Context: an optimization exercise on an open-source flow, tuned for small area, a short achievable clock period and few clock cycles per item. The choices shown serve that exercise and are no tape-out recipe. Where RTL was checked, it was by simulation tests only, not by an equivalence proof against the original. The RTL of runs 5 and 6 was laid out without a check of its function. Power and IR drop assume default switching activity.

### flow/design.v
`timescale 100ps / 100ps
`default_nettype none
module BESDPB #(
    parameter DATA_FILE = "",
    parameter ADDRESS_BITWIDTH = 16,
    parameter DATA_BITWIDTH = 32,
    parameter COLUMN_BITWIDTH = 8,
    parameter COLUMN_COUNT = DATA_BITWIDTH / COLUMN_BITWIDTH
) (
    input wire clk,
    input wire [COLUMN_COUNT-1:0] write_enable,
    input wire [ADDRESS_BITWIDTH-1:0] address,
    output wire [DATA_BITWIDTH-1:0] data_out,
    input wire [DATA_BITWIDTH-1:0] data_in
);
  reg [DATA_BITWIDTH-1:0] data[2**ADDRESS_BITWIDTH-1:0];
  assign data_out = data[address];
  always @(posedge clk) begin
    for (int i = 0; i < COLUMN_COUNT; i++) begin
      if (write_enable[i]) begin
        data[address][(i+1)*COLUMN_BITWIDTH-1-:COLUMN_BITWIDTH] <= data_in[(i+1)*COLUMN_BITWIDTH-1-:COLUMN_BITWIDTH];
      end
    end
  end
endmodule
`default_nettype wire
`timescale 100ps / 100ps
`default_nettype none
module Cache #(
    parameter LINE_IX_BITWIDTH = 4,
    parameter RAM_DEPTH_BITWIDTH = 21,
    parameter COMMAND_DELAY_INTERVAL = 13,
    parameter RAM_ADDRESSING_MODE = 0
) (
    input wire clk,
    input wire rst_n,
    input wire enable,
    input wire [31:0] address,
    output reg [31:0] data_out,
    output reg data_out_ready,
    input wire [31:0] data_in,
    input wire [3:0] write_enable,
    output wire busy,
    output reg br_cmd,   
    output reg br_cmd_en,   
    output reg [RAM_DEPTH_BITWIDTH-1:0] br_addr,   
    output reg [63:0] br_wr_data,   
    output wire [7:0] br_data_mask,   
    input wire [63:0] br_rd_data,   
    input wire br_rd_data_valid   
);
  localparam ZEROS_BITWIDTH = 2;   
  localparam COLUMN_IX_BITWIDTH = 3;   
  localparam COLUMN_COUNT = 2 ** COLUMN_IX_BITWIDTH;
  localparam LINE_COUNT = 2 ** LINE_IX_BITWIDTH;
  localparam TAG_BITWIDTH = 32 - LINE_IX_BITWIDTH - COLUMN_IX_BITWIDTH - ZEROS_BITWIDTH;
  localparam LINE_VALID_BIT = TAG_BITWIDTH;
  localparam LINE_DIRTY_BIT = TAG_BITWIDTH + 1;
  localparam LINE_TO_RAM_ADDRESS_LEFT_SHIFT = COLUMN_IX_BITWIDTH + ZEROS_BITWIDTH - RAM_ADDRESSING_MODE;
  wire [COLUMN_IX_BITWIDTH-1:0] column_ix = address[
    COLUMN_IX_BITWIDTH+ZEROS_BITWIDTH-1
    -:COLUMN_IX_BITWIDTH
  ];
  wire [LINE_IX_BITWIDTH-1:0] line_ix =  address[
    LINE_IX_BITWIDTH+COLUMN_IX_BITWIDTH+ZEROS_BITWIDTH-1
    -:LINE_IX_BITWIDTH
  ];
  wire [TAG_BITWIDTH-1:0] address_tag = address[
    TAG_BITWIDTH+LINE_IX_BITWIDTH+COLUMN_IX_BITWIDTH+ZEROS_BITWIDTH-1
    -:TAG_BITWIDTH
  ];
  wire [RAM_DEPTH_BITWIDTH-1:0] burst_line_address = {
    address[31:COLUMN_IX_BITWIDTH+ZEROS_BITWIDTH], {LINE_TO_RAM_ADDRESS_LEFT_SHIFT{1'b0}}
  };
  reg burst_is_reading;   
  reg [31:0] burst_data_in[COLUMN_COUNT];
  reg [3:0] burst_write_enable[COLUMN_COUNT];
  reg [3:0] burst_tag_write_enable;
  reg burst_is_writing;   
  wire [31:0] cached_tag_and_flags;
  reg [3:0] tag_write_enable;   
  reg [31:0] tag_data_in;   
  assign br_data_mask = 0;   
  BESDPB #(
      .ADDRESS_BITWIDTH(LINE_IX_BITWIDTH)
  ) tag (
      .clk(clk),
      .write_enable(tag_write_enable),
      .address(line_ix),
      .data_in(tag_data_in),
      .data_out(cached_tag_and_flags)
  );
  reg [LINE_COUNT-1:0] line_valid_flags;
  reg [LINE_COUNT-1:0] line_dirty_flags;
  wire line_valid = line_valid_flags[line_ix];
  wire line_dirty = line_dirty_flags[line_ix];
  always_ff @(posedge clk, negedge rst_n) begin
    if (!rst_n) begin
      line_valid_flags <= 0;
      line_dirty_flags <= 0;
    end else if (tag_write_enable[0]) begin
      line_valid_flags[line_ix] <= tag_data_in[LINE_VALID_BIT];
      line_dirty_flags[line_ix] <= tag_data_in[LINE_DIRTY_BIT];
    end
  end
  wire [TAG_BITWIDTH-1:0] cached_tag = cached_tag_and_flags[TAG_BITWIDTH-1:0];
  wire [RAM_DEPTH_BITWIDTH-1:0] cached_line_address = {
    {cached_tag, line_ix}, {LINE_TO_RAM_ADDRESS_LEFT_SHIFT{1'b0}}
  };
  wire cache_line_hit = line_valid && address_tag == cached_tag;
  reg [5:0] command_delay_interval_counter;
  assign busy = !cache_line_hit || command_delay_interval_counter != 0;
  assign data_out = column_data_out[column_ix];
  assign data_out_ready = write_enable ? 0 : cache_line_hit;
  reg [31:0] column_data_in[COLUMN_COUNT];
  reg [3:0] column_write_enable[COLUMN_COUNT];
  wire [31:0] column_data_out[COLUMN_COUNT];
  generate
    for (genvar i = 0; i < COLUMN_COUNT; i++) begin : column
      BESDPB #(
          .ADDRESS_BITWIDTH(LINE_IX_BITWIDTH)
      ) column (
          .clk(clk),
          .write_enable(column_write_enable[i]),
          .address(line_ix),
          .data_in(burst_is_reading ? burst_data_in[i] : column_data_in[i]),
          .data_out(column_data_out[i])
      );
    end
  endgenerate
  always_comb begin
    for (int i = 0; i < COLUMN_COUNT; i++) begin
      column_write_enable[i] = 0;
      column_data_in[i] = 0;
    end
    tag_write_enable = 0;
    tag_data_in = 0;
    if (burst_is_reading) begin
      for (int i = 0; i < COLUMN_COUNT; i++) begin
        column_write_enable[i] = burst_write_enable[i];
      end
      tag_write_enable = burst_tag_write_enable;
      tag_data_in = {1'b0, 1'b1, address_tag};
    end else if (burst_is_writing) begin
    end else if (write_enable) begin
      if (cache_line_hit) begin
        tag_write_enable = 4'b1111;
        tag_data_in = {1'b1, 1'b1, address_tag};
        column_write_enable[column_ix] = write_enable;
        column_data_in[column_ix] = data_in;
      end else begin   
      end
    end else begin
    end
  end
  reg [10:0] state;
  localparam STATE_IDLE = 11'b000_0000_0001;
  localparam STATE_READ_WAIT_FOR_DATA_READY = 11'b000_0000_0010;
  localparam STATE_READ_1 = 11'b000_0000_0100;
  localparam STATE_READ_2 = 11'b000_0000_1000;
  localparam STATE_READ_3 = 11'b000_0001_0000;
  localparam STATE_READ_UPDATE_TAG = 11'b000_0010_0000;
  localparam STATE_READ_FINISH = 11'b000_0100_0000;
  localparam STATE_WRITE_1 = 11'b000_1000_0000;
  localparam STATE_WRITE_2 = 11'b001_0000_0000;
  localparam STATE_WRITE_3 = 11'b010_0000_0000;
  localparam STATE_WRITE_FINISH = 11'b100_0000_0000;
  always_ff @(posedge clk, negedge rst_n) begin
    if (!rst_n) begin
      burst_tag_write_enable <= 0;
      for (int i = 0; i < COLUMN_COUNT; i++) begin
        burst_write_enable[i] <= 0;
      end
      burst_is_reading <= 0;
      burst_is_writing <= 0;
      command_delay_interval_counter <= 0;
      br_cmd_en <= 0;
      state <= STATE_IDLE;
    end else begin
      if (command_delay_interval_counter != 0) begin
        command_delay_interval_counter <= command_delay_interval_counter - 1;
      end
      case (state)
        STATE_IDLE: begin
          if (enable && !cache_line_hit && command_delay_interval_counter == 0) begin
            if (line_dirty) begin
              br_cmd <= 1;   
              br_addr <= cached_line_address;
              br_wr_data[31:0] <= column_data_out[0];
              br_wr_data[63:32] <= column_data_out[1];
              br_cmd_en <= 1;
              command_delay_interval_counter <= COMMAND_DELAY_INTERVAL;
              burst_is_writing <= 1;
              state <= STATE_WRITE_1;
            end else begin   
              br_cmd <= 0;   
              br_addr <= burst_line_address;
              br_cmd_en <= 1;
              command_delay_interval_counter <= COMMAND_DELAY_INTERVAL;
              burst_is_reading <= 1;
              state <= STATE_READ_WAIT_FOR_DATA_READY;
            end
          end
        end
        STATE_READ_WAIT_FOR_DATA_READY: begin
          br_cmd_en <= 0;
          if (br_rd_data_valid) begin
            burst_write_enable[0] <= 4'b1111;
            burst_data_in[0] <= br_rd_data[31:0];
            burst_write_enable[1] <= 4'b1111;
            burst_data_in[1] <= br_rd_data[63:32];
            state <= STATE_READ_1;
          end else begin   
          end
        end
        STATE_READ_1: begin
          burst_write_enable[0] <= 0;
          burst_write_enable[1] <= 0;
          burst_write_enable[2] <= 4'b1111;
          burst_data_in[2] <= br_rd_data[31:0];
          burst_write_enable[3] <= 4'b1111;
          burst_data_in[3] <= br_rd_data[63:32];
          state <= STATE_READ_2;
        end
        STATE_READ_2: begin
          burst_write_enable[2] <= 0;
          burst_write_enable[3] <= 0;
          burst_write_enable[4] <= 4'b1111;
          burst_data_in[4] <= br_rd_data[31:0];
          burst_write_enable[5] <= 4'b1111;
          burst_data_in[5] <= br_rd_data[63:32];
          state <= STATE_READ_3;
        end
        STATE_READ_3: begin
          burst_write_enable[4] <= 0;
          burst_write_enable[5] <= 0;
          burst_write_enable[6] <= 4'b1111;
          burst_data_in[6] <= br_rd_data[31:0];
          burst_write_enable[7] <= 4'b1111;
          burst_data_in[7] <= br_rd_data[63:32];
          state <= STATE_READ_UPDATE_TAG;
        end
        STATE_READ_UPDATE_TAG: begin
          burst_write_enable[6] <= 0;
          burst_write_enable[7] <= 0;
          burst_tag_write_enable <= 4'b1111;
          state <= STATE_READ_FINISH;
        end
        STATE_READ_FINISH: begin
          burst_is_reading <= 0;
          burst_tag_write_enable <= 0;
          state <= STATE_IDLE;
        end
        STATE_WRITE_1: begin
          br_cmd_en <= 0;   
          br_wr_data[31:0] <= column_data_out[2];
          br_wr_data[63:32] <= column_data_out[3];
          state <= STATE_WRITE_2;
        end
        STATE_WRITE_2: begin
          br_wr_data[31:0] <= column_data_out[4];
          br_wr_data[63:32] <= column_data_out[5];
          state <= STATE_WRITE_3;
        end
        STATE_WRITE_3: begin
          br_wr_data[31:0] <= column_data_out[6];
          br_wr_data[63:32] <= column_data_out[7];
          state <= STATE_WRITE_FINISH;
        end
        STATE_WRITE_FINISH: begin
          if (command_delay_interval_counter == 0) begin
            br_cmd <= 0;   
            br_addr <= burst_line_address;
            br_cmd_en <= 1;
            command_delay_interval_counter <= COMMAND_DELAY_INTERVAL;
            burst_is_writing <= 0;
            burst_is_reading <= 1;
            state <= STATE_READ_WAIT_FOR_DATA_READY;
          end else begin
          end
        end
      endcase
    end
  end
endmodule
`default_nettype wire
### flow/run.sh
#!/bin/bash
# synth_recipe.tcl (not shown) runs the flow's synth.tcl, then flattens the netlist and writes it again
# the make line also repeats each setting of config.mk as NAME=value (left out here)
make -C /OpenROAD-flow-scripts/flow DESIGN_CONFIG=/design/flow/config.mk WORK_HOME=/design/flow/orfs CLKGATE_MAP_FILE= SYNTH_SCRIPT=/design/flow/synth_recipe.tcl finish
### flow/config.mk
export PLATFORM = sky130hd
export DESIGN_NAME = Cache
export DESIGN_NICKNAME = Cache
export VERILOG_FILES = /design/flow/design.v
export SDC_FILE = /design/flow/constraint.sdc
export NUM_CORES = 4
export LEC_CHECK = 0
export CAP_MARGIN = 20
export CORE_MARGIN = 2
export CORE_UTILIZATION = 40
export SLEW_MARGIN = 20
### flow/constraint.sdc
create_clock -name core_clock -period 10.0 [get_ports {clk}]
set_input_delay 2.0000 -clock core_clock [delete_from_list [all_inputs] [get_ports {clk}]]
set_output_delay 2.0000 -clock core_clock [all_outputs]
set_load 0.01 [all_outputs]
==> results by group, run 1 <==
Placed design
  – Post-DP HPWL: between 300000 and 400000 µm
  – Worst slack at placement: ~1600 ps
  – RePlAce Congestion: ~0.9
  – Placed Area: 0.203 mm²
  – PortBufs: 249

STA
  – RSZ-0062 raised after global routing: no
  – Worst-margin pin slew: around 1200 ps
  – Final setup margin: 1630 ps
  – Max Clock Skew: approximately 90 ps
  – Min Tclk post-route: between 8000 and 9000 ps
  – Rel. slew slack: ~18%
  – Final setup viols: 0
  – Fmax achieved: approximately 0.12 GHz
  – Fin crit share: 83.7%
  – Final Hold Viols: 0
  – Setup TNS: 0 ps
  – Final slew viol count: 0

Clocking
  – Num Clock Sinks: about 4900
  – Clock Pin Slew Worst Setup and Hold Paths: 60 ps
  – CTS Buffer Depth: 4
  – Post-cts resize count: 0
  – CTS Buf Count: 469
  – Clock root cell: clkbuf_16
  – # hold bufs at CTS: 0
  – Post-CTS setup buffer count: 0
  – CTS HTree Levels: 5
  – Worst-Skew Late Latency: 1040 ps
  – CTS tree: done

Worst setup path
  – Worst-path maximum fanout: between 90 and 100
  – R2R setup slack: about 4600 ps
  – Worst reg-to-reg path cell count: 11
  – Critical Path AT: ~6400 ps
  – Reg-to-Reg End: column[1].column.data[3][17]$_DFFE_PP_
  – Critical path launch point type: primary input
  – Critical path endpoint category: primary output
  – CP Data Required Time: around 8000 ps
  – Critical setup path kind: in -> out
  – Worst r2r src: tag.data[14][3]$_DFFE_PP_

Yosys
  – List of most frequent post-synthesis cells: edfxtp_1 (4801), mux4_2 (1339), nand2_1 (609), nor2_1 (506), clkbuf_1 (349)
  – Area contributors post-synth: edfxtp_1 (75%), mux4_2 (16%), a22o_1 (1.6%)
  – Synth unique cells: 70
  – Post-synthesis cell area: 0.193 mm²
  – Ys flop type: edfxtp_1
  – Synthesis-stage register bit count: between 4000 and 5000
  – Number of synthesis warnings: 14
  – Most numerous cell in the Yosys netlist: edfxtp_1
  – Syn avg cell area: 20.9 µm²
  – Cell taking the most area after synthesis: edfxtp_1
  – Seq/Total Area, Yosys: about three quarters
  – Area fraction of the dominant cell type after synthesis: 74.8%
  – Syn Inst Count: around 9200
  – EDFF count, synth: approximately 4800
  – Ys async rst share: ~1.2%

Outcome
  – Status: timing/DRC/antenna clean

GRT
  – Global route overflow: 0
  – Antenna violations before repair: between 100 and 150
  – Pin count of the biggest net entering global routing: ~150
  – All-Layer GR Usage: approximately 23%
  – Vias in the first global route: ~97000
  – First-pass GRT wire length: just under 800000 µm

Die
  – # IOs: ~270
  – Die X: approximately 700 µm
  – Starting Density: approximately 40%
  – Die Y: around 700 µm
  – Core area: between 0.4 and 0.5 mm²
  – Cell row count: around 250
  – Die area: between 0.4 and 0.5 mm²

Worst hold path
  – HP Start: line_valid_flags[4]$_DFFE_PN0P_
  – Min-delay worst type: reg -> reg
  – Hold Path End: line_valid_flags[4]$_DFFE_PN0P_
  – Worst Hold Depth: 1

Layout
  – Nets: 9738
  – Layout cells sized above 1: roughly 24%
  – Cell area after layout: about 0.22 mm²
  – Layout area overhead: 13.3%
  – Util after Layout: a little under half

Power
  – Pwr Total: 0.0472 W
  – Max rail drop VDD: about 0.16 mV
  – Power density over the cells: ~220 mW/mm²
  – Pleak: roughly 68 nW

Detailed routing
  – Post-route DRC: 0
  – WL final: 573000 µm
  – Via Count: approximately 99000
  – Vias/cell: 6.02
  – Detailed-route wire length per cell: between 30 and 40 µm
  – Antenna Violating Nets Remaining: 0
  – Drt initial violations: around 15000
  – Initial DRT Pass Iterations: 8

Run
  – Max Cap Violations: 0
==> layout by cell type (no fill, tap or decap), drive strengths merged, types with 12 or more instances in the layout <==
master / count
nor2b: 37
o21ai: 233
clkinvlp: 12
clkbuf: 573
a21oi: 47
xnor2: 24
a221oi: 33
inv: 33
a22o: 345
mux2i: 96
and3: 13
diode: 78
a221o: 77
bufinv: 47
and2: 32
edfxtp: 4801
a21o: 21
conb: 13
mux4: 1339
clkdlybuf4s50: 240
mux2: 18
clkinv: 208
dfrtp: 56
a22oi: 61
nor2: 510
nand3: 18
o22ai: 20
buf: 310
nand2: 609
nor3: 27
==> critical path, cell delays in order <==
cell             delay (ps)
buf_16                  450
buf_12                  540
mux4_2                  640
mux4_2                  580
a221o_1                 380
a221oi_2                190
o22ai_1                 180
buf_4                   280
clkdlybuf4s50_1         500
==> where the power goes <==
group	total (W)	internal, W	switching, W
combinational	0.00536	0.00145	0.00391
clock	0.0175	0.00990	0.00764
sequential	0.0243	0.0241	0.000194
==> routing by layer <==
metal  global-route usage, %  vias up  part of all wire [%]
met5                       0        -                 0.046
met4                    9.79       38                   4.7
li1                        -    39207                     -
met3                    6.33     1111                    12
met2                    35.1     5969                    46
met1                    31.2    52789                    38
==> cell type report <==
type,instances,area [µm²]
multi-input cells,3696,44200
repair buffers,550,5240
clock inverters,281,2760
fillers,39624,261000
clock buffers,573,12300
flip-flops and latches,4858,146000
diodes,78,195
well taps,6400,8010
inverters,19,72.6
==> logic make-up (layout without fill, tap and decap cells) <==
logic type / after synthesis / in the layout / synth area share (%)
xor gates and xnor gates: 34 / 34 / 0.155
buffers and inverters: 673 / 1423 / 1.69
AOI/OAI and AO/OA: 899 / 899 / 3.53
muxes: 1453 / 1453 / 16.3
adders and majority gates: 8 / 8 / 0.0520
other: 1 / 91 / 0.00195
and+or+nand+nor: 1289 / 1289 / 2.73
DFF: 4858 / 4858 / 75.6
==> how the worst max path moves through the flow <==
stage / slack, ps / cells after the start / startpoint / end
after global routing: 1450 / 11 / address[5] / data_out[1]
after CTS: 1570 / 10 / address[5] / data_out[27]
after global placement: 1570 / 13 / address[5] / data_out_ready
final: 1630 / 9 / address[5] / data_out[4]
after floorplan: 2810 / 14 / address[5] / data_out[24]
after detailed placement: 1570 / 10 / address[5] / data_out[27]
==> metrics by stage <==
step           std cells  hold slack (ps)
4_1_cts            16372              458
3_3_place_gp       15510              436
3_5_place_dp       15518              444
5_1_grt            16428              477
2_1_floorplan       9227              423
6_report           16455              460
==> sequential cells by signal (all words and copies together) (netlist names) <==
| signal | count |
|---|---|
| br_addr | 16 |
| column.column.data | 4096 |
| br_wr_data | 64 |
| line_dirty_flags | 16 |
| line_valid_flags | 16 |
| tag.data | 368 |
| state | 11 |
| burst_data_in | 256 |
| burst_is_reading | 1 |
| burst_is_writing | 1 |
| br_cmd | 1 |
| burst_write_enable | 4 |
| burst_tag_write_enable | 1 |
| br_cmd_en | 1 |
| command_delay_interval_counter | 6 |
Testbench counts, summed over its fixed seeds: cycles 202,092, transactions 16,000.
==> run 2: changes to the inputs <==
==> flow/design.v (replaced) <==
`timescale 100ps / 100ps
`default_nettype none
module BESDPB #(
    parameter DATA_FILE = "",
    parameter ADDRESS_BITWIDTH = 16,
    parameter DATA_BITWIDTH = 32,
    parameter COLUMN_BITWIDTH = 8,
    parameter COLUMN_COUNT = DATA_BITWIDTH / COLUMN_BITWIDTH
) (
    input wire clk,
    input wire [COLUMN_COUNT-1:0] write_enable,
    input wire [ADDRESS_BITWIDTH-1:0] address,
    output wire [DATA_BITWIDTH-1:0] data_out,
    input wire [DATA_BITWIDTH-1:0] data_in
);
  reg [DATA_BITWIDTH-1:0] data[2**ADDRESS_BITWIDTH-1:0];
  assign data_out = data[address];
  always @(posedge clk) begin
    for (int i = 0; i < COLUMN_COUNT; i++) begin
      if (write_enable[i]) begin
        data[address][(i+1)*COLUMN_BITWIDTH-1-:COLUMN_BITWIDTH] <= data_in[(i+1)*COLUMN_BITWIDTH-1-:COLUMN_BITWIDTH];
      end
    end
  end
endmodule
`default_nettype wire
`default_nettype none
module Cache (
    input wire clk,
    input wire rst_n,
    input wire enable,
    input wire [31:0] address,
    output wire [31:0] data_out,
    output wire data_out_ready,
    input wire [31:0] data_in,
    input wire [3:0] write_enable,
    output wire busy,
    output wire br_cmd,
    output reg br_cmd_en,
    output wire [20:0] br_addr,
    output wire [63:0] br_wr_data,
    output wire [7:0] br_data_mask,
    input wire [63:0] br_rd_data,
    input wire br_rd_data_valid
);
  localparam COMMAND_DELAY_INTERVAL = 4'd13;
  reg [63:0] s0, s1, s2, s3;   
  reg [1:0] pos;   
  reg [15:0] tag;   
  reg valid;   
  reg dirty;   
  reg fill;   
  reg ack;   
  reg col;   
  reg [3:0] cmd_cnt;   
  wire [15:0] a_tag = address[20:5];
  wire [1:0] a_beat = address[4:3];
  wire is_wr = |write_enable;
  wire req = enable && !ack;
  wire tag_hit = valid && tag == a_tag;
  wire [1:0] next_s3 = pos + 2'd1;
  wire [1:0] next_in = pos + 2'd2;
  wire next_ok = !fill || br_rd_data_valid;
  wire last_beat = fill && br_rd_data_valid && pos == 2'd2;
  wire [63:0] ring_in = fill ? br_rd_data : s0;
  wire [63:0] s3_d;
  generate
    for (genvar b = 0; b < 8; b++) begin : merge
      wire sel = ack && write_enable[b%4] && (address[2] == (b / 4));
      assign s3_d[b*8+:8] = sel ? data_in[(b%4)*8+:8] : ring_in[b*8+:8];
    end
  endgenerate
  always_ff @(posedge clk) begin
    s0 <= s1;
    s1 <= s2;
    s2 <= s3;
    s3 <= s3_d;
    col <= address[2];
  end
  wire wb_go = req && !tag_hit && valid && dirty && !fill && cmd_cnt == 0 && pos == 2'd2;
  wire rd_go = req && !tag_hit && !(valid && dirty) && !fill && cmd_cnt == 0;
  always_ff @(posedge clk) begin
    if (rd_go) tag <= a_tag;
    if (rd_go) pos <= 2'd3;
    else if (!fill || br_rd_data_valid) pos <= pos + 2'd1;
  end
  always_ff @(posedge clk, negedge rst_n) begin
    if (!rst_n) begin
      valid <= 0;
      dirty <= 0;
      fill <= 0;
      ack <= 0;
      br_cmd_en <= 0;
      cmd_cnt <= 0;
    end else begin
      br_cmd_en <= wb_go || rd_go;
      if (wb_go || rd_go) cmd_cnt <= COMMAND_DELAY_INTERVAL;
      else if (cmd_cnt != 0) cmd_cnt <= cmd_cnt - 4'd1;
      if (wb_go) dirty <= 0;
      if (ack && is_wr) dirty <= 1;
      if (rd_go) begin
        valid <= 0;
        fill <= 1;
      end
      if (last_beat) begin
        fill <= 0;
        valid <= 1;
      end
      ack <= 0;
      if (req && (valid || fill) && tag == a_tag && next_ok)
        ack <= (is_wr ? next_in : next_s3) == a_beat;
    end
  end
  assign data_out = col ? s3[63:32] : s3[31:0];
  assign data_out_ready = ack;
  assign busy = !ack;
  assign br_cmd = !fill;
  assign br_addr = {tag, 5'b0};
  assign br_wr_data = s0;
  assign br_data_mask = 8'b0;
endmodule
`default_nettype wire
==> run 2 against run 1 <==
Effect of this change: still clean; fmax up 89%; worst hold slack worse by 140 ps; clock-buffer cell count down 536; critical path depth down 7; combinational power down 81%; utilization up 13 points; synthesized cell count down 93%.
==> results by group, run 2 <==
Die
  – Core area: 0.0202 mm² (was 0.479 mm²)
  – Starting Density: 40.8% (was 40.2%)
  – Die area: 0.0218 mm² (was 0.487 mm²)
  – Cell row count: 52 (was 254)
  – Die X: 148 µm (was 698 µm)
  – # IOs: 265 (unchanged)
  – Die Y: 148 µm (was 698 µm)

Detailed routing
  – Vias/cell: 4.45 (was 6.02)
  – WL final: 18100 µm (was 573000 µm)
  – Initial DRT Pass Iterations: 4 (was 8)
  – Drt initial violations: 228 (was 15119)
  – Post-route DRC: 0 (unchanged)
  – Antenna Violating Nets Remaining: 0 (unchanged)
  – Via Count: 5194 (was 99114)
  – Detailed-route wire length per cell: 15.5 µm (was 34.8 µm)

STA
  – RSZ-0062 raised after global routing: no (unchanged)
  – Fin Hold WS: 324 ps (was 460 ps)
  – Worst-margin pin slew: 959 ps (was 1230 ps)
  – Rel. slew slack: 36.1% (was 17.6%)
  – Final Hold Viols: 0 (unchanged)
  – Max Clock Skew: 8.02 ps (was 90.1 ps)
  – Min Tclk post-route: 4430 ps (was 8370 ps)
  – Setup TNS: 0 ps (unchanged)
  – Final setup viols: 0 (unchanged)
  – Final slew viol count: 0 (unchanged)
  – Final setup margin: 5570 ps (was 1630 ps)
  – Fin crit share: 44.3% (was 83.7%)
  – Fmax achieved: 0.226 GHz (was 0.120 GHz)

Placed design
  – PortBufs: 238 (was 249)
  – RePlAce Congestion: 0.800 (was 0.900)
  – Placed Area: 0.0108 mm² (was 0.203 mm²)
  – Post-DP HPWL: 12900 µm (was 375000 µm)
  – Worst slack at placement: 6060 ps (was 1570 ps)

Worst setup path
  – Critical path endpoint category: primary output (unchanged)
  – Critical setup path kind: reg -> out (was in -> out)
  – CP Data Required Time: 8000 ps (about the same)
  – Critical Path AT: 2430 ps (was 6370 ps)
  – Critical path launch point type: flip-flop (was primary input)
  – Worst-path maximum fanout: 32 (was 92)

Yosys
  – Synthesis-stage register bit count: 284 (was 4858)
  – Ys async rst share: 3.17% (was 1.17%)
  – Main combinational cell family by area after synthesis: multiplexers (unchanged)
  – List of most frequent post-synthesis cells: dfxtp_1 (259), mux2i_1 (65), nand2_1 (37), a21oi_1 (36) (was edfxtp_1 (4801), mux4_2 (1339), nand2_1 (609), nor2_1 (506), clkbuf_1 (349))
  – Area contributors post-synth: dfxtp_1 (63%), mux2i_1 (7.9%), edfxtp_1 (5.8%) (was edfxtp_1 (75%), mux4_2 (16%), a22o_1 (1.6%))
  – Simple-Gate Fraction of Synth Area: 5.28% (was 2.73%)
  – EDFF count, synth: 16 (was 4801)
  – Most numerous cell in the Yosys netlist: dfxtp_1 (was edfxtp_1)
  – Post-Synth XOR/XNOR Area: 2.23% (was 0.155%)
  – Area fraction of the dominant cell type after synthesis: 62.9% (was 74.8%)
  – Adder-Cell Fraction of Synth Area: 0.455% (was 0.0520%)
  – Ys flop type: dfxtp_1 (was edfxtp_1)
  – Post-synthesis cell area: 0.00825 mm² (was 0.193 mm²)
  – Syn Inst Count: 631 (was 9215)
  – Synth unique cells: 38 (was 70)
  – Number of synthesis warnings: 1 (was 14)
  – Cell taking the most area after synthesis: dfxtp_1 (was edfxtp_1)
  – Post-synthesis mux area share: 12.3% (was 16.3%)
  – Seq/Total Area, Yosys: 71.4% (was 75.6%)
  – Syn avg cell area: 13.1 µm² (was 20.9 µm²)
  – Synth Area in Compound Gates: 5.54% (was 3.53%)

Power
  – Power density over the cells: 351 mW/mm² (was 216 mW/mm²)
  – Switching share of total power: 26.1% (was 24.9%)
  – Switching power of the nets: 0.00109 W (was 0.0117 W)
  – Cell-internal power: 0.00309 W (was 0.0355 W)
  – Logic pwr share: 24.8% (was 11.4%)
  – Pleak: 4.78 nW (was 68.5 nW)
  – Pwr Total: 0.00418 W (was 0.0472 W)
  – Flop pwr share: 47.6% (was 51.5%)
  – Clock power frac: 27.6% (was 37.1%)
  – Max rail drop VDD: 0.150 mV (was 0.158 mV)

Clocking
  – Post-CTS setup buffer count: 0 (unchanged)
  – Worst-Skew Late Latency: 530 ps (was 1040 ps)
  – CTS HTree Levels: 1 (was 5)
  – Num Clock Sinks: 284 (was 4858)
  – CTS Buf Count: 28 (was 469)
  – CTS Buffer Depth: 3 (was 4)
  – # hold bufs at CTS: 0 (unchanged)
  – Clock root cell: clkbuf_16 (unchanged)
  – Clock Pin Slew Worst Setup and Hold Paths: 60 ps (about the same)
  – Post-cts resize count: 0 (unchanged)
  – CTS tree: done (unchanged)

Layout
  – Most frequent cells in the layout: dfxtp_1 (258), clkdlybuf4s50_1 (238), mux2i_1 (65), nand2_1 (37), a21oi_1 (36) (was edfxtp_1 (4801), mux4_2 (1339), nand2_1 (609), nor2_1 (478), clkbuf_16 (474))
  – Nets: 1014 (was 9738)
  – Commonest non-fill, non-tap cell in the layout: dfxtp_1 (was edfxtp_1)
  – Cell area after layout: 0.0119 mm² (was 0.218 mm²)
  – Layout area overhead: 44.4% (was 13.3%)
  – Layout cells sized above 1: 10.3% (was 24.3%)

GRT
  – Vias in the first global route: 5397 (was 96771)
  – First-pass GRT wire length: 28500 µm (was 783000 µm)
  – All-Layer GR Usage: 16.3% (was 23.0%)
  – Antenna violations before repair: 0 (was 120)
  – Global route overflow: 0 (unchanged)
  – Pin count of the biggest net entering global routing: 38 (was 145)

Run
  – Max Cap Violations: 0 (unchanged)

Worst hold path
  – Min-delay worst type: reg -> reg (unchanged)

Outcome
  – Status: timing/DRC/antenna clean (unchanged)
-- run 2: per-stage QoR --
stage,std cells,util (%)
2_1_floorplan,643,-
3_3_place_gp,1115,53.6
3_5_place_dp,1115,53.6
4_1_cts,1167,58.8
5_1_grt,1167,58.8
6_report,1168,58.9
-- run 2: critical path, cell delays in order (launching register included) --
cell,delay (ps)
dfxtp_2,960
mux2_2,410
clkdlybuf4s50_1,520
-- run 2: cells by family (layout without fill, tap and decap cells) --
kind of cell / count (synthesis) / count (layout)
AO/OA/AOI/OAI: 82 / 82
XOR/XNOR: 21 / 21
adder cells (fa/ha/maj): 3 / 3
buffers and inverters: 46 / 300
flip-flops: 284 / 284
multiplexers: 97 / 97
other: 1 / 14
AND/OR/NAND/NOR: 97 / 97
-- run 2: area by class of cell --
cell class / instances / area, µm²
fill: 1633 / 8320
sequential: 284 / 5900
timing repair buffer: 241 / 2400
multi-input combinational: 313 / 2180
clock buffer: 37 / 816
tap: 270 / 338
clock inverter: 15 / 249
inverter: 7 / 26.3
antenna: 1 / 2.50
-- run 2: path summary, 6_finish.rpt --
path                                   startpoint  cells past startpoint               end  slack [ps]
setup / recovery                      col$_DFF_P_                      2      data_out[14]        5570
hold / removal                     s1[28]$_DFF_P_                      0    s0[28]$_DFF_P_         320
setup reg to reg           cmd_cnt[0]$_DFFE_PN0P_                      6  tag[1]$_DFFE_PP_        7520
hold reg to reg                    s1[28]$_DFF_P_                      0    s0[28]$_DFF_P_         320
max in group asynchronous                   rst_n                      1  fill$_DFFE_PN0P_        7900
min in group asynchronous                   rst_n                      1     ack$_DFF_PN0_        1770
-- run 2: power groups by stage --
stage          clock network (W)  registers, W  logic [W]
2_1_floorplan                  0       0.00197   0.000442
3_3_place_gp                   0       0.00199    0.00104
3_5_place_dp                   0       0.00201    0.00104
4_1_cts                  0.00118       0.00200    0.00105
5_1_grt                  0.00123       0.00206    0.00111
6_report                 0.00116       0.00199    0.00103
-- run 2: layer usage --
layer  routed length [µm]  share of wire, %  vias up  GRT usage, %
met2                 8070                45      184          26.0
met3                 1370               7.6       24          4.54
met5                    0                 0        -             0
li1                     -                 -     2612             -
met4                  283               1.6        0          4.47
met1                 8390                46     2374          21.9
Testbench counts of run 2, summed over its fixed seeds: cycles 252,433, transactions 16,000.
==> run 3: changes to the inputs <==
--- a/flow/design.v
+++ b/flow/design.v
@@ -31,10 +31,10 @@
     input wire enable,
     input wire [31:0] address,
-    output wire [31:0] data_out,
-    output wire data_out_ready,
+    output reg [31:0] data_out,
+    output reg data_out_ready,
     input wire [31:0] data_in,
     input wire [3:0] write_enable,
-    output wire busy,
-    output wire br_cmd,
+    output reg busy,
+    output reg br_cmd,
     output reg br_cmd_en,
     output wire [20:0] br_addr,
@@ -52,5 +52,4 @@
   reg fill;   
   reg ack;   
-  reg col;   
   reg [3:0] cmd_cnt;   
   wire [15:0] a_tag = address[20:5];
@@ -71,4 +70,6 @@
     end
   endgenerate
+  wire wb_go = req && !tag_hit && valid && dirty && !fill && cmd_cnt == 0 && pos == 2'd3;
+  wire rd_go = req && !tag_hit && !(valid && dirty) && !fill && cmd_cnt == 0;
   always_ff @(posedge clk) begin
     s0 <= s1;
@@ -76,8 +77,7 @@
     s2 <= s3;
     s3 <= s3_d;
-    col <= address[2];
+    data_out <= address[2] ? ring_in[63:32] : ring_in[31:0];
+    br_cmd <= wb_go;
   end
-  wire wb_go = req && !tag_hit && valid && dirty && !fill && cmd_cnt == 0 && pos == 2'd2;
-  wire rd_go = req && !tag_hit && !(valid && dirty) && !fill && cmd_cnt == 0;
   always_ff @(posedge clk) begin
     if (rd_go) tag <= a_tag;
@@ -85,4 +85,6 @@
     else if (!fill || br_rd_data_valid) pos <= pos + 2'd1;
   end
+  wire ack_d = req && (valid || fill) && tag == a_tag && next_ok &&
+      (is_wr ? next_in : next_s3) == a_beat;
   always_ff @(posedge clk, negedge rst_n) begin
     if (!rst_n) begin
@@ -91,4 +93,6 @@
       fill <= 0;
       ack <= 0;
+      data_out_ready <= 0;
+      busy <= 1;
       br_cmd_en <= 0;
       cmd_cnt <= 0;
@@ -107,15 +111,11 @@
         valid <= 1;
       end
-      ack <= 0;
-      if (req && (valid || fill) && tag == a_tag && next_ok)
-        ack <= (is_wr ? next_in : next_s3) == a_beat;
+      ack <= ack_d;
+      data_out_ready <= ack_d;
+      busy <= !ack_d;
     end
   end
-  assign data_out = col ? s3[63:32] : s3[31:0];
-  assign data_out_ready = ack;
-  assign busy = !ack;
-  assign br_cmd = !fill;
   assign br_addr = {tag, 5'b0};
-  assign br_wr_data = s0;
+  assign br_wr_data = s3;
   assign br_data_mask = 8'b0;
 endmodule
==> run 3 against run 2 <==
Effect of this change: still clean; first-iteration DRC count down 12%; wire length is 14% higher; global-route usage increased by 0.37 points; worst hold slack worse by 8.5 ps; fmax rose by 22%; non-clock buffer count did not move; highest routed layer unchanged.
==> results by group, run 3 <==
Outcome
  – Status: timing/DRC/antenna clean (unchanged)

Clocking
  – Clock Pin Slew Worst Setup and Hold Paths: 60 ps (about the same)
  – Num Clock Sinks: 317 (was 284)
  – Worst-Skew Late Latency: 490 ps (was 530 ps)
  – Clock root cell: clkbuf_16 (unchanged)
  – CTS tree: done (unchanged)
  – CTS Buffer Depth: 3 (unchanged)
  – # hold bufs at CTS: 0 (unchanged)
  – CTS Buf Count: 34 (was 28)
  – CTS HTree Levels: 2 (was 1)
  – Post-CTS setup buffer count: 0 (unchanged)
  – Post-cts resize count: 0 (unchanged)

Power
  – Max rail drop VDD: 0.159 mV (was 0.150 mV)
  – Switching power of the nets: 0.00119 W (was 0.00109 W)
  – Logic pwr share: 24.7% (was 24.8%)
  – Clock power frac: 27.3% (was 27.6%)
  – Power density over the cells: 353 mW/mm² (was 351 mW/mm²)
  – Switching share of total power: 25.7% (was 26.1%)
  – Flop pwr share: 48.0% (was 47.6%)
  – Pleak: 5.24 nW (was 4.78 nW)
  – Cell-internal power: 0.00344 W (was 0.00309 W)

Yosys
  – Area contributors post-synth: dfxtp_1 (62%), mux4_2 (7.7%), mux2i_1 (7.0%) (was dfxtp_1 (63%), mux2i_1 (7.9%), edfxtp_1 (5.8%))
  – Number of synthesis warnings: 1 (unchanged)
  – Synth unique cells: 42 (was 38)
  – Syn avg cell area: 14.0 µm² (was 13.1 µm²)
  – Post-synthesis cell area: 0.00934 mm² (was 0.00825 mm²)
  – Adder-Cell Fraction of Synth Area: 0.536% (was 0.455%)
  – Post-synthesis mux area share: 14.7% (was 12.3%)
  – Main combinational cell family by area after synthesis: multiplexers (unchanged)
  – Most numerous cell in the Yosys netlist: dfxtp_1 (unchanged)
  – Cell taking the most area after synthesis: dfxtp_1 (unchanged)
  – Post-Synth XOR/XNOR Area: 1.97% (was 2.23%)
  – Synth Area in Compound Gates: 5.05% (was 5.54%)
  – Simple-Gate Fraction of Synth Area: 4.77% (was 5.28%)
  – Ys flop type: dfxtp_1 (unchanged)
  – EDFF count, synth: 16 (unchanged)
  – Syn Inst Count: 669 (was 631)
  – Synthesis-stage register bit count: 317 (was 284)
  – Ys async rst share: 3.15% (was 3.17%)
  – Seq/Total Area, Yosys: 70.2% (was 71.4%)
  – List of most frequent post-synthesis cells: dfxtp_1 (291), mux2i_1 (65), nand2_1 (38), a21oi_1 (34) (was dfxtp_1 (259), mux2i_1 (65), nand2_1 (37), a21oi_1 (36))
  – Area fraction of the dominant cell type after synthesis: 62.4% (was 62.9%)

Die
  – # IOs: 265 (unchanged)
  – Core area: 0.0228 mm² (was 0.0202 mm²)
  – Starting Density: 41.0% (was 40.8%)
  – Die X: 157 µm (was 148 µm)
  – Die area: 0.0246 mm² (was 0.0218 mm²)
  – Cell row count: 55 (was 52)
  – Die Y: 157 µm (was 148 µm)

Detailed routing
  – Antenna Violating Nets Remaining: 0 (unchanged)
  – Detailed-route wire length per cell: 16.4 µm (was 15.5 µm)
  – Post-route DRC: 0 (unchanged)
  – Initial DRT Pass Iterations: 4 (unchanged)
  – WL final: 20600 µm (was 18100 µm)
  – Drt initial violations: 201 (was 228)
  – Vias/cell: 4.58 (was 4.45)
  – Via Count: 5727 (was 5194)

Placed design
  – Post-DP HPWL: 14200 µm (was 12900 µm)
  – RePlAce Congestion: 0.774 (was 0.800)
  – PortBufs: 238 (unchanged)
  – Placed insts: 1192 (was 1115)

Layout
  – Filler Cells Inserted: 1857 (was 1633)
  – Nets: 1055 (was 1014)
  – Commonest non-fill, non-tap cell in the layout: dfxtp_1 (unchanged)
  – Layout cells sized above 1: 10.2% (was 10.3%)
  – Final Non-Filler Cells: 1251 (was 1168)
  – Layout area overhead: 40.3% (was 44.4%)
  – Antenna diode count: 0 (was 1)
  – Most frequent cells in the layout: dfxtp_1 (291), clkdlybuf4s50_1 (237), mux2i_1 (65), nand2_1 (38), clkbuf_16 (35) (was dfxtp_1 (258), clkdlybuf4s50_1 (238), mux2i_1 (65), nand2_1 (37), a21oi_1 (36))

Worst setup path
  – Worst-path maximum fanout: 16 (was 32)
  – Critical path launch point type: primary input (was flip-flop)
  – Critical Path AT: 3870 ps (was 2430 ps)
  – Critical path endpoint category: flip-flop (was primary output)
  – Critical setup path kind: in -> reg (was reg -> out)
  – R2R setup slack: 7030 ps (was 7520 ps)
  – CP Data Required Time: 10230 ps (was 8000 ps)

STA
  – Worst-margin pin slew: 941 ps (was 959 ps)
  – Min Tclk post-route: 3640 ps (was 4430 ps)
  – Final setup viols: 0 (unchanged)
  – Final Hold Viols: 0 (unchanged)
  – Max Clock Skew: 11.4 ps (was 8.02 ps)
  – Rel. slew slack: 37.2% (was 36.1%)
  – Final slew viol count: 0 (unchanged)
  – RSZ-0062 raised after global routing: no (unchanged)
  – Fmax achieved: 0.275 GHz (was 0.226 GHz)
  – Fin crit share: 36.4% (was 44.3%)
  – Setup TNS: 0 ps (unchanged)

Run
  – Max Cap Violations: 0 (unchanged)

GRT
  – First-pass GRT wire length: 32200 µm (was 28500 µm)
  – Antenna violations before repair: 0 (unchanged)
  – All-Layer GR Usage: 16.7% (was 16.3%)
  – Vias in the first global route: 5987 (was 5397)
  – Global route overflow: 0 (unchanged)
  – Pin count of the biggest net entering global routing: 53 (was 38)

Worst hold path
  – Min-delay worst type: reg -> reg (unchanged)
==> run 3: per-layer routing <==
| metal | global-route usage, % | vias up | wire length (µm) |
|---|---|---|---|
| li1 | - | 2782 | - |
| met1 | 20.4 | 2726 | 8760 |
| met2 | 28.6 | 178 | 10100 |
| met3 | 4.38 | 41 | 1310 |
| met4 | 5.46 | 0 | 418 |
| met5 | 0 | - | 0 |
==> run 3: kinds of logic after synthesis <==
kind of cell / count (synthesis)
and+or+nand+nor: 98
xor gates and xnor gates: 21
AOI/OAI and AO/OA: 82
DFF: 317
adders and majority gates: 4
buffers and inverters: 49
muxes: 97
other: 1
==> run 3: cell type report <==
class | instances | area [µm²] | share of cell area (%)
well taps | 313 | 392 | 2.99
clock buffers | 47 | 981 | 7.49
inverters | 6 | 22.5 | 0.172
clock inverters | 12 | 164 | 1.25
flip-flops and latches | 317 | 6560 | 50.1
multi-input cells | 315 | 2580 | 19.7
repair buffers | 241 | 2400 | 18.3
==> run 3: final timing paths <==
path                             startpoint                  endpoint  cells after the start
min                          s2[15]$_DFF_P_            s1[15]$_DFF_P_                      0
max reg2reg                fill$_DFFE_PN0P_         tag[10]$_DFFE_PP_                      4
max in group asynchronous             rst_n          fill$_DFFE_PN0P_                      1
max                             address[15]         tag[10]$_DFFE_PP_                      6
min reg2reg                  s2[15]$_DFF_P_            s1[15]$_DFF_P_                      0
min in group asynchronous             rst_n  data_out_ready$_DFF_PN0_                      1
==> run 3: metrics by stage <==
step	cell area [µm²]	power, W	util, %	hold WS (ps)	setup slack [ps]
CTS	13100	0.00469	57.5	315	6350
global route	13100	0.00487	57.5	321	6230
floorplan	9390	0.00275	-	310	5770
global placement	12000	0.00336	52.5	310	5590
detailed placement	12000	0.00340	52.5	312	5840
finish	13100	0.00463	57.5	316	6360
==> run 3: worst max-delay path, cell delays in order <==
cell	delay [ps]
clkdlybuf4s50_1	490
xnor2_1	120
nand4_1	170
nor4_4	750
o31ai_2	90
buf_4	230
==> run 3: power groups by stage <==
stage | Sequential, W | Combinational [W] | Clock (W)
final | 0.00222 | 0.00114 | 0.00126
after floorplan | 0.00223 | 0.000524 | 0
after detailed placement | 0.00225 | 0.00115 | 0
after global placement | 0.00222 | 0.00114 | 0
after CTS | 0.00223 | 0.00116 | 0.00130
after global routing | 0.00230 | 0.00122 | 0.00135
Testbench counts of run 3, summed over its fixed seeds: cycles 246,125, transactions 16,000.
==> run 4: changes to the inputs <==
==> flow/flow/run.sh (new file) <==
#!/bin/bash
# Standard layout, with plain buffers (instead of the default delay buffers) on the ports.
set -euo pipefail
export BUFFER_PORTS_ARGS="-buffer_cell sky130_fd_sc_hd__buf_2"
bash standard.sh finish > standard_flow.log 2>&1
==> flow/standard.sh (new file) <==
#!/bin/bash
# synth_recipe.tcl (not shown) runs the flow's synth.tcl, then flattens the netlist and writes it again
# the make line also repeats each setting of config.mk as NAME=value (left out here)
make -C /OpenROAD-flow-scripts/flow DESIGN_CONFIG=/design/flow/config.mk WORK_HOME=/design/flow/orfs CLKGATE_MAP_FILE= SYNTH_SCRIPT=/design/flow/synth_recipe.tcl "${@:-finish}"
removed: flow/run.sh
==> run 4 against run 3 <==
Effect of this change: utilization down 5.7 points; worst hold slack got worse by 0.84 ps; sequential power hardly changed; area after synthesis did not move; global-route usage shrank 1.7 points; final area shrank 9.8%; die area unchanged; critical path type is now reg -> out; critical endpoint is now data_out_ready; largest power group unchanged.
==> results by group, run 4 <==
Outcome
  – Status: timing/DRC/antenna clean (unchanged)

Worst setup path
  – Critical Path AT: 1270 ps (was 3870 ps)
  – Worst r2r src: fill$_DFFE_PN0P_ (unchanged)
  – Worst-path maximum fanout: 9 (was 16)
  – Crit path max-delay family: flip-flops (was simple AND/OR/NAND/NOR gates)
  – Worst setup path startpoint: data_out_ready$_DFF_PN0_ (was address[15])
  – Critical path launch point type: flip-flop (was primary input)
  – Crit path cell chain: buf_2 (was clkdlybuf4s50_1, xnor2_1, nand4_1, nor4_4, o31ai_2, buf_4)
  – Critical path endpoint category: primary output (was flip-flop)
  – Slowest stage delay, CP: 530 ps (was 750 ps)
  – Slowest CP cell: dfrtp_1 (was nor4_4)
  – CP Buf/Inv Count: 1 (was 2)
  – CP Data Required Time: 8000 ps (was 10230 ps)
  – Critical setup path kind: reg -> out (was in -> reg)

Placed design
  – Placed insts: 1193 (was 1192)
  – RePlAce Congestion: 0.776 (was 0.774)
  – Post-DP HPWL: 13100 µm (was 14200 µm)
  – PortBufs: 238 (unchanged)
  – Placed Area: 0.0108 mm² (was 0.0120 mm²)

Detailed routing
  – WL final: 18900 µm (was 20600 µm)
  – Post-route DRC: 0 (unchanged)
  – Antenna Violating Nets Remaining: 0 (unchanged)
  – Initial DRT Pass Iterations: 4 (unchanged)
  – Vias/cell: 4.45 (was 4.58)
  – Detailed-route wire length per cell: 15.1 µm (was 16.4 µm)
  – Via Count: 5577 (was 5727)
  – Drt initial violations: 206 (was 201)

Clocking
  – CTS HTree Levels: 1 (was 2)
  – Post-cts resize count: 0 (unchanged)
  – Worst-Skew Late Latency: 540 ps (was 490 ps)
  – Post-CTS setup buffer count: 0 (unchanged)
  – Num Clock Sinks: 317 (unchanged)
  – Clock Pin Slew Worst Setup and Hold Paths: 60 ps (about the same)
  – # hold bufs at CTS: 0 (unchanged)
  – CTS tree: done (unchanged)
  – Clock root cell: clkbuf_16 (unchanged)
  – CTS Buffer Depth: 3 (unchanged)
  – CTS Buf Count: 31 (was 34)

Layout
  – Layout cells sized above 1: 35.6% (was 10.2%)
  – Final Non-Filler Cells: 1252 (was 1251)
  – Layout area overhead: 26.5% (was 40.3%)
  – Filler Cells Inserted: 2010 (was 1857)
  – Most frequent cells in the layout: dfxtp_1 (291), buf_2 (238), mux2i_1 (65), nand2_1 (38), a21oi_1 (34) (was dfxtp_1 (291), clkdlybuf4s50_1 (237), mux2i_1 (65), nand2_1 (38), clkbuf_16 (35))
  – Register area: 0.00656 mm² (unchanged)
  – Cell area after layout: 0.0118 mm² (was 0.0131 mm²)
  – Nets: 1053 (was 1055)
  – Commonest non-fill, non-tap cell in the layout: dfxtp_1 (unchanged)
  – Multi-input gate area: 0.00258 mm² (about the same)

Yosys
  – Cell taking the most area after synthesis: dfxtp_1 (unchanged)
  – Ys flop type: dfxtp_1 (unchanged)
  – Synthesis-stage register bit count: 317 (unchanged)
  – Most numerous cell in the Yosys netlist: dfxtp_1 (unchanged)
  – Number of synthesis warnings: 1 (unchanged)
  – Post-synthesis cell area: 0.00934 mm² (unchanged)
  – Ys async rst share: 3.15% (unchanged)
  – EDFF count, synth: 16 (unchanged)
  – Seq/Total Area, Yosys: 70.2% (unchanged)
  – List of most frequent post-synthesis cells: dfxtp_1 (291), mux2i_1 (65), nand2_1 (38), a21oi_1 (34) (unchanged)
  – Synth unique cells: 42 (unchanged)
  – Syn Inst Count: 669 (unchanged)
  – Syn avg cell area: 14.0 µm² (unchanged)
  – Area fraction of the dominant cell type after synthesis: 62.4% (unchanged)
  – Area contributors post-synth: dfxtp_1 (62%), mux4_2 (7.7%), mux2i_1 (7.0%) (unchanged)

Die
  – Die Y: 157 µm (unchanged)
  – Core area: 0.0228 mm² (unchanged)
  – Die X: 157 µm (unchanged)
  – Die area: 0.0246 mm² (unchanged)
  – # IOs: 265 (unchanged)
  – Starting Density: 41.0% (unchanged)
  – Cell row count: 55 (unchanged)

STA
  – Fin crit share: 32.7% (was 36.4%)
  – RSZ-0062 raised after global routing: no (unchanged)
  – Final slew viol count: 0 (unchanged)
  – Final Hold Viols: 0 (unchanged)
  – Rel. slew slack: 41.5% (was 37.2%)
  – Min Tclk post-route: 3270 ps (was 3640 ps)
  – Setup TNS: 0 ps (unchanged)
  – Worst-margin pin slew: 877 ps (was 941 ps)
  – Fmax achieved: 0.306 GHz (was 0.275 GHz)
  – Max Clock Skew: 11.7 ps (was 11.4 ps)
  – Final setup viols: 0 (unchanged)

Power
  – Power density over the cells: 360 mW/mm² (was 353 mW/mm²)
  – Flop pwr share: 51.8% (was 48.0%)
  – Max rail drop VDD: 0.165 mV (was 0.159 mV)
  – Pleak: 5.18 nW (was 5.24 nW)
  – Cell-internal power: 0.00310 W (was 0.00344 W)
  – Clock power frac: 27.1% (was 27.3%)
  – Logic pwr share: 21.2% (was 24.7%)
  – Switching share of total power: 27.1% (was 25.7%)
  – Switching power of the nets: 0.00116 W (was 0.00119 W)

GRT
  – Vias in the first global route: 5439 (was 5987)
  – All-Layer GR Usage: 14.9% (was 16.7%)
  – First-pass GRT wire length: 29000 µm (was 32200 µm)
  – Antenna violations before repair: 3 (was 0)
  – Global route overflow: 0 (unchanged)
  – Pin count of the biggest net entering global routing: 53 (unchanged)

Run
  – Max Cap Violations: 0 (unchanged)

Worst hold path
  – HP Start: s1[57]$_DFF_P_ (was s2[15]$_DFF_P_)
  – Min-delay worst type: reg -> reg (unchanged)
[run 4: stage by stage]
| step | power [W] | util [%] | setup slack (ps) | hold slack [ps] |
|---|---|---|---|---|
| global placement | 0.00312 | 47.3 | 6300 | 309 |
| CTS | 0.00432 | 51.9 | 6700 | 315 |
| floorplan | 0.00275 | - | 5770 | 310 |
| detailed placement | 0.00315 | 47.3 | 6320 | 312 |
| global route | 0.00450 | 51.9 | 6660 | 318 |
| finish | 0.00426 | 51.9 | 6730 | 315 |
[run 4: area by class of cell]
| type | instances | area share [%] |
|---|---|---|
| sequential | 317 | 55.5 |
| multi-input combinational | 315 | 21.8 |
| timing repair buffer | 242 | 10.3 |
| clock buffer | 43 | 7.62 |
| tap | 313 | 3.31 |
| clock inverter | 14 | 1.18 |
| inverter | 6 | 0.191 |
| antenna | 2 | 0.0424 |
[run 4: path summary, 6_finish.rpt]
path,to,slack (ps),cells after the start
min in group asynchronous,dirty$_DFFE_PN0P_,1320,1
setup / recovery,data_out_ready,6730,1
max in group asynchronous,busy$_DFF_PN1_,8430,1
hold reg to reg,s0[57]$_DFF_P_,310,0
hold / removal,s0[57]$_DFF_P_,310,0
setup reg to reg,data_out[19]$_DFF_P_,7390,2
[run 4: power groups by stage]
stage	clock network, W	registers, W	logic, W
after floorplan	0	0.00223	0.000524
after global placement	0	0.00221	0.000911
after detailed placement	0	0.00223	0.000918
after CTS	0.00118	0.00221	0.000919
after global routing	0.00123	0.00228	0.000987
final	0.00115	0.00220	0.000902
[run 4: logic make-up after synthesis]
kind of cell / synth area share [%]
DFF: 70.2
adders and majority gates: 0.536
muxes: 14.7
AOI/OAI and AO/OA: 5.05
and+or+nand+nor: 4.77
xor gates and xnor gates: 1.97
buffers and inverters: 2.75
other: 0.0401
[run 4: routing by layer]
layer  vias to the layer above  wire, µm  part of all wire, %  GRT usage, %
met4                         0       573                  3.0          5.68
met5                         -         0                    0             0
met1                      2584      8460                   45          19.6
li1                       2786         -                    -             -
met2                       169      8810                   47          24.2
met3                        38      1020                  5.4          3.21
==> run 5: changes to the inputs <==
--- a/flow/design.v
+++ b/flow/design.v
@@ -77,5 +77,5 @@
     s2 <= s3;
     s3 <= s3_d;
-    data_out <= address[2] ? ring_in[63:32] : ring_in[31:0];
+    data_out <= address[2] ? s3_d[63:32] : s3_d[31:0];
     br_cmd <= wb_go;
   end
==> flow/flow/run.sh (replaced) <==
#!/bin/bash
# Standard layout, with plain buffers (instead of the default delay buffers) on the ports.
set -euo pipefail
export BUFFER_PORTS_ARGS="-buffer_cell sky130_fd_sc_hd__buf_1"
bash standard.sh finish > standard_flow.log 2>&1
--- a/flow/config.mk
+++ b/flow/config.mk
@@ -9,3 +9,4 @@
 export CORE_MARGIN = 2
 export CORE_UTILIZATION = 40
+export CTS_BUF_LIST = sky130_fd_sc_hd__clkbuf_4
 export SLEW_MARGIN = 20
==> run 5 against run 4 <==
Effect of this change: critical path depth stayed put; worst setup slack lost 210 ps; synthesized cell count fell by 1.0%; fmax shrank 6.0%; critical endpoint unchanged; largest power group unchanged; highest routed layer unchanged.
==> results by group, run 5 <==
Detailed routing
  – Post-route DRC: 0 (unchanged)
  – Via Count: 5689 (was 5577)
  – Vias/cell: 4.41 (was 4.45)
  – Drt initial violations: 148 (was 206)
  – WL final: 18700 µm (was 18900 µm)
  – Initial DRT Pass Iterations: 4 (unchanged)
  – Antenna Violating Nets Remaining: 0 (unchanged)
  – Detailed-route wire length per cell: 14.5 µm (was 15.1 µm)

Worst setup path
  – Worst reg-to-reg path cell count: 6 (was 2)
  – CP Data Required Time: 8000 ps (about the same)
  – Worst-path maximum fanout: 11 (was 9)
  – Worst r2r src: cmd_cnt[0]$_DFFE_PN0P_ (was fill$_DFFE_PN0P_)
  – R2R setup slack: 7580 ps (was 7390 ps)
  – Crit path depth: 1 (unchanged)
  – Slowest stage delay, CP: 660 ps (was 530 ps)
  – Crit path capture: data_out_ready (unchanged)
  – Critical Path AT: 1480 ps (was 1270 ps)
  – CP Buf/Inv Count: 1 (unchanged)
  – Crit path cell chain: buf_1 (was buf_2)
  – Critical setup path kind: reg -> out (unchanged)
  – Reg-to-Reg End: tag[2]$_DFFE_PP_ (was data_out[19]$_DFF_P_)
  – Worst setup path startpoint: data_out_ready$_DFF_PN0_ (unchanged)
  – Slowest CP cell: dfrtp_1 (unchanged)
  – Critical path endpoint category: primary output (unchanged)
  – Critical path launch point type: flip-flop (unchanged)
  – Crit path max-delay family: flip-flops (unchanged)

Die
  – Die X: 154 µm (was 157 µm)
  – Cell row count: 54 (was 55)
  – Die area: 0.0237 mm² (was 0.0246 mm²)
  – Starting Density: 40.9% (was 41.0%)
  – Core area: 0.0220 mm² (was 0.0228 mm²)
  – # IOs: 265 (unchanged)
  – Die Y: 154 µm (was 157 µm)

GRT
  – All-Layer GR Usage: 15.7% (was 14.9%)
  – Vias in the first global route: 5748 (was 5439)
  – Antenna violations before repair: 1 (was 3)
  – Global route overflow: 0 (unchanged)
  – Pin count of the biggest net entering global routing: 41 (was 53)
  – First-pass GRT wire length: 29200 µm (was 29000 µm)

STA
  – Setup TNS: 0 ps (unchanged)
  – Min Tclk post-route: 3480 ps (was 3270 ps)
  – Fin crit share: 34.8% (was 32.7%)
  – Worst-margin pin slew: 936 ps (was 877 ps)
  – Fmax achieved: 0.287 GHz (was 0.306 GHz)
  – Rel. slew slack: 37.0% (was 41.5%)
  – Final setup viols: 0 (unchanged)
  – Final Hold Viols: 0 (unchanged)
  – Final slew viol count: 0 (unchanged)
  – RSZ-0062 raised after global routing: no (unchanged)
  – Max Clock Skew: 49.5 ps (was 11.7 ps)

Layout
  – Register area: 0.00656 mm² (unchanged)
  – Layout cells sized above 1: 16.6% (was 35.6%)
  – Nets: 1100 (was 1053)
  – Cell area after layout: 0.0111 mm² (was 0.0118 mm²)
  – Multi-input gate area: 0.00223 mm² (was 0.00258 mm²)
  – Most frequent cells in the layout: dfxtp_1 (291), buf_1 (237), clkbuf_4 (112), a21oi_1 (66) (was dfxtp_1 (291), buf_2 (238), mux2i_1 (65), nand2_1 (38), a21oi_1 (34))
  – Commonest non-fill, non-tap cell in the layout: dfxtp_1 (unchanged)
  – Layout area overhead: 23.5% (was 26.5%)
  – Filler Cells Inserted: 2045 (was 2010)
  – Final Non-Filler Cells: 1289 (was 1252)
  – Util after Layout: 50.5% (was 51.9%)

Yosys
  – Ys flop type: dfxtp_1 (unchanged)
  – Seq/Total Area, Yosys: 73.0% (was 70.2%)
  – Synth unique cells: 41 (was 42)
  – Area fraction of the dominant cell type after synthesis: 64.9% (was 62.4%)
  – Number of synthesis warnings: 1 (unchanged)
  – Synthesis-stage register bit count: 317 (unchanged)
  – Most numerous cell in the Yosys netlist: dfxtp_1 (unchanged)
  – List of most frequent post-synthesis cells: dfxtp_1 (291), a21oi_1 (66), mux2i_1 (65), nor2_1 (65), mux2_2 (32) (was dfxtp_1 (291), mux2i_1 (65), nand2_1 (38), a21oi_1 (34))
  – Cell taking the most area after synthesis: dfxtp_1 (unchanged)
  – EDFF count, synth: 16 (unchanged)
  – Post-synthesis cell area: 0.00898 mm² (was 0.00934 mm²)
  – Ys async rst share: 3.15% (unchanged)
  – Area contributors post-synth: dfxtp_1 (65%), mux2i_1 (7.2%), edfxtp_1 (5.4%) (was dfxtp_1 (62%), mux4_2 (7.7%), mux2i_1 (7.0%))
  – Syn Inst Count: 662 (was 669)
  – Syn avg cell area: 13.6 µm² (was 14.0 µm²)

Placed design
  – Placed insts: 1159 (was 1193)
  – Post-DP HPWL: 12700 µm (was 13100 µm)
  – Placed Area: 0.0101 mm² (was 0.0108 mm²)
  – RePlAce Congestion: 0.758 (was 0.776)
  – PortBufs: 238 (unchanged)

Worst hold path
  – HP Start: s2[29]$_DFF_P_ (was s1[57]$_DFF_P_)
  – Min-delay worst type: reg -> reg (unchanged)

Outcome
  – Status: timing/DRC/antenna clean (unchanged)

Clocking
  – Post-CTS setup buffer count: 0 (unchanged)
  – CTS HTree Levels: 3 (was 1)
  – CTS Buffer Depth: 3 (unchanged)
  – CTS Buf Count: 79 (was 31)
  – Num Clock Sinks: 317 (unchanged)
  – Worst-Skew Late Latency: 650 ps (was 540 ps)
  – Clock root cell: clkbuf_4 (was clkbuf_16)
  – Post-cts resize count: 0 (unchanged)
  – CTS tree: done (unchanged)
  – Clock Pin Slew Worst Setup and Hold Paths: 70 ps (was 60 ps)
  – # hold bufs at CTS: 0 (unchanged)

Power
  – Pleak: 4.59 nW (was 5.18 nW)
  – Power density over the cells: 362 mW/mm² (was 360 mW/mm²)
  – Max rail drop VDD: 0.158 mV (was 0.165 mV)

Run
  – Max Cap Violations: 0 (unchanged)
-- run 5: how the worst min path moves through the flow --
stage                     depth (start not counted)  slack [ps]             end
after floorplan                                   0         310   s0[0]$_DFF_P_
after global placement                            0         310  s1[47]$_DFF_P_
after detailed placement                          0         310  s0[29]$_DFF_P_
after CTS                                         0         310  s1[20]$_DFF_P_
after global routing                              0         320  s0[43]$_DFF_P_
final                                             0         320  s1[29]$_DFF_P_
-- run 5: metrics by stage --
step	hold slack, ps	setup WS [ps]	power (W)
2_1_floorplan	310	5770	0.00266
6_report	316	6520	0.00401
5_1_grt	320	6420	0.00428
3_3_place_gp	310	5950	0.00297
4_1_cts	311	6430	0.00408
3_5_place_dp	312	5940	0.00299
-- run 5: logic make-up (layout without fill, tap and decap cells) --
logic type	after synthesis	in the layout	share of synthesized area [%]
buffers and inverters	43	376	2.68
adders and majority gates	4	4	0.558
AOI/OAI and AO/OA	82	82	5.37
xor gates and xnor gates	21	21	2.05
and+or+nand+nor	97	97	5.00
DFF	317	317	73.0
other	1	15	0.0418
muxes	97	97	11.3
-- run 5: report_power, final --
| group | total (W) | switching, W | internal, W |
|---|---|---|---|
| registers | 0.00216 | 0.000228 | 0.00193 |
| logic | 0.000796 | 0.000438 | 0.000358 |
| clock network | 0.00106 | 0.000469 | 0.000590 |
| total | 0.00401 | 0.00114 | 0.00288 |
-- run 5: layout make-up --
type / count / share of cell area (%)
clock buffers: 112 / 7.58
well taps: 280 / 3.16
diodes: 2 / 0.0451
repair buffers: 242 / 8.34
flip-flops and latches: 317 / 59.2
inverters: 6 / 0.203
multi-input cells: 314 / 20.1
clock inverters: 16 / 1.39
-- run 5: routing by layer --
metal  GRT usage, %  vias up  share of wire (%)
met4           7.25        0                2.0
met2           25.4      191                 47
met1           18.5     2609                 43
met3           6.31       29                7.9
li1               -     2860                  -
met5              0        -                  0
==> run 6: changes to the inputs <==
--- a/flow/config.mk
+++ b/flow/config.mk
@@ -9,4 +9,3 @@
 export CORE_MARGIN = 2
 export CORE_UTILIZATION = 40
-export CTS_BUF_LIST = sky130_fd_sc_hd__clkbuf_4
 export SLEW_MARGIN = 20
==> run 6 against run 5 <==
Effect of this change: still clean; global-route usage is 0.51 points lower; area after synthesis did not move; critical path depth rose by 5; combinational power is essentially flat; utilization fell by 0.28 points; fmax shrank 1.1%; total power is 0.39% higher; first-iteration DRC count rose by 4.1%; critical endpoint is now data_out[23]$_DFF_P_; largest cell class unchanged; highest routed layer unchanged.
==> results by group, run 6 <==
Yosys
  – Main combinational cell family by area after synthesis: multiplexers (unchanged)
  – Area contributors post-synth: dfxtp_1 (65%), mux2i_1 (7.2%), edfxtp_1 (5.4%) (unchanged)
  – Ys flop type: dfxtp_1 (unchanged)
  – Seq/Total Area, Yosys: 73.0% (unchanged)
  – Post-synthesis mux area share: 11.3% (unchanged)
  – Syn Inst Count: 662 (unchanged)
  – List of most frequent post-synthesis cells: dfxtp_1 (291), a21oi_1 (66), mux2i_1 (65), nor2_1 (65), mux2_2 (32) (unchanged)

Clocking
  – Post-CTS setup buffer count: 0 (unchanged)
  – CTS HTree Levels: 1 (was 3)
  – Clock root cell: clkbuf_16 (was clkbuf_4)
  – CTS Buf Count: 31 (was 79)
  – Num Clock Sinks: 317 (unchanged)
  – Post-cts resize count: 0 (unchanged)

Worst setup path
  – Critical setup path kind: in -> reg (was reg -> out)
  – Critical Path AT: 3930 ps (was 1480 ps)

Outcome
  – Status: timing/DRC/antenna clean (unchanged)

STA
  – RSZ-0062 raised after global routing: no (unchanged)
  – Worst-margin pin slew: 935 ps (was 936 ps)
  – Fmax achieved: 0.284 GHz (was 0.287 GHz)
  – Min Tclk post-route: 3520 ps (was 3480 ps)
  – Setup TNS: 0 ps (unchanged)
  – Final setup viols: 0 (unchanged)
  – Final slew viol count: 0 (unchanged)
  – Fin crit share: 35.2% (was 34.8%)

Detailed routing
  – Drt initial violations: 154 (was 148)
  – DR top layer: met4 (unchanged)
  – Detailed-route wire length per cell: 15.2 µm (was 14.5 µm)
  – Metal2 WL: 8620 µm (was 8730 µm)
  – Post-route DRC: 0 (unchanged)
  – Via Count: 5402 (was 5689)
  – Antenna Violating Nets Remaining: 0 (unchanged)
  – Initial DRT Pass Iterations: 4 (unchanged)

Power
  – Max rail drop VDD: 0.193 mV (was 0.158 mV)
  – Flop pwr share: 53.6% (was 53.8%)
  – Power density over the cells: 365 mW/mm² (was 362 mW/mm²)
  – Cell-internal power: 0.00292 W (was 0.00288 W)
  – Pwr Total: 0.00403 W (was 0.00401 W)
  – Switching share of total power: 27.5% (was 28.3%)
  – Clock power frac: 26.6% (was 26.4%)

Placed design
  – Post-DP HPWL: 12700 µm (unchanged)

Die
  – Die area: 0.0237 mm² (unchanged)
  – Starting Density: 40.9% (unchanged)
  – # IOs: 265 (unchanged)

GRT
  – First-pass GRT wire length: 28700 µm (was 29200 µm)
  – Vias in the first global route: 5369 (was 5748)
  – Global route overflow: 0 (unchanged)
  – All-Layer GR Usage: 15.2% (was 15.7%)

Worst hold path
  – Min-delay worst type: reg -> reg (unchanged)

Layout
  – Commonest non-fill, non-tap cell in the layout: dfxtp_1 (unchanged)
-- run 6: changes by cell type in the layout (fill, tap and decap cells not counted) --
cell and change:
clkbuf_4 -112, inv_6 -1, clkbuf_1 +9, clkbuf_16 +31
clkbuf_8 +6, inv_2 -1, bufinv_16 -2, diode_2 -1
clkinv_1 -8, clkinvlp_4 -1
-- run 6: power groups by stage --
stage | logic [W] | clock network [W] | registers, W
after floorplan | 0.000451 | 0 | 0.00221
after global placement | 0.000805 | 0 | 0.00217
after detailed placement | 0.000809 | 0 | 0.00218
after CTS | 0.000814 | 0.00110 | 0.00217
after global routing | 0.000886 | 0.00115 | 0.00223
final | 0.000799 | 0.00107 | 0.00216
-- run 6: cell families (layout without fill, tap and decap cells) --
logic type | count (synthesis) | in the layout
and+or+nand+nor | 97 | 97
DFF | 317 | 317
buffers and inverters | 43 | 297
AOI/OAI and AO/OA | 82 | 82
xor gates and xnor gates | 21 | 21
muxes | 97 | 97
other | 1 | 14
adders and majority gates | 4 | 4
-- run 6: area by class of cell --
| cell class | instances | area (µm²) |
|---|---|---|
| fill | 2011 | 10900 |
| clock buffer | 46 | 892 |
| inverter | 6 | 22.5 |
| tap | 280 | 350 |
| multi-input combinational | 314 | 2230 |
| antenna | 1 | 2.50 |
| clock inverter | 3 | 43.8 |
| sequential | 317 | 6560 |
| timing repair buffer | 242 | 925 |
-- run 6: metal layers --
metal	vias up	track usage, %
li1	2718	-
met1	2494	19.3
met2	156	25.4
met3	34	4.28
met4	0	4.67
met5	-	0
-- run 6: final timing paths --
path                                        start              endpoint  slack [ps]  cells past startpoint
hold reg to reg                    s1[58]$_DFF_P_        s0[58]$_DFF_P_         320                      0
setup / recovery                       address[2]  data_out[23]$_DFF_P_        6480                      6
setup reg to reg           cmd_cnt[0]$_DFFE_PN0P_      tag[4]$_DFFE_PP_        7570                      6
min in group asynchronous                   rst_n     valid$_DFFE_PN0P_        1450                      1
hold / removal                     s1[58]$_DFF_P_        s0[58]$_DFF_P_         320                      0
max in group asynchronous                   rst_n      fill$_DFFE_PN0P_        8100                      1
-- run 6: worst max-delay path, cell delays in order --
cell and delay (ps):
clkbuf_2 70, buf_4 480, nand3_1 670, nor2_1 250, a21oi_1 80, mux2_2 300
-- run 6: stage by stage --
| stage | setup WS, ps | cell area (µm²) | hold WS, ps | std cells | util (%) |
|---|---|---|---|---|---|
| 4_1_cts | 6520 | 11000 | 322 | 1208 | 50.2 |
| 3_5_place_dp | 5940 | 10100 | 312 | 1159 | 45.9 |
| 2_1_floorplan | 5770 | 9020 | 310 | 674 | - |
| 3_3_place_gp | 5950 | 10100 | 310 | 1159 | 45.9 |
| 5_1_grt | 6330 | 11000 | 328 | 1208 | 50.2 |
| 6_report | 6480 | 11000 | 321 | 1209 | 50.2 |

Setup slack of run 6, layout unchanged: 6.482 ns with ideal ports, 6.504 ns with driving cells assumed (clock clkbuf_16, inputs buf_2), 5.929 ns with port delays also shifted by the 0.575 ns mid clock arrival.
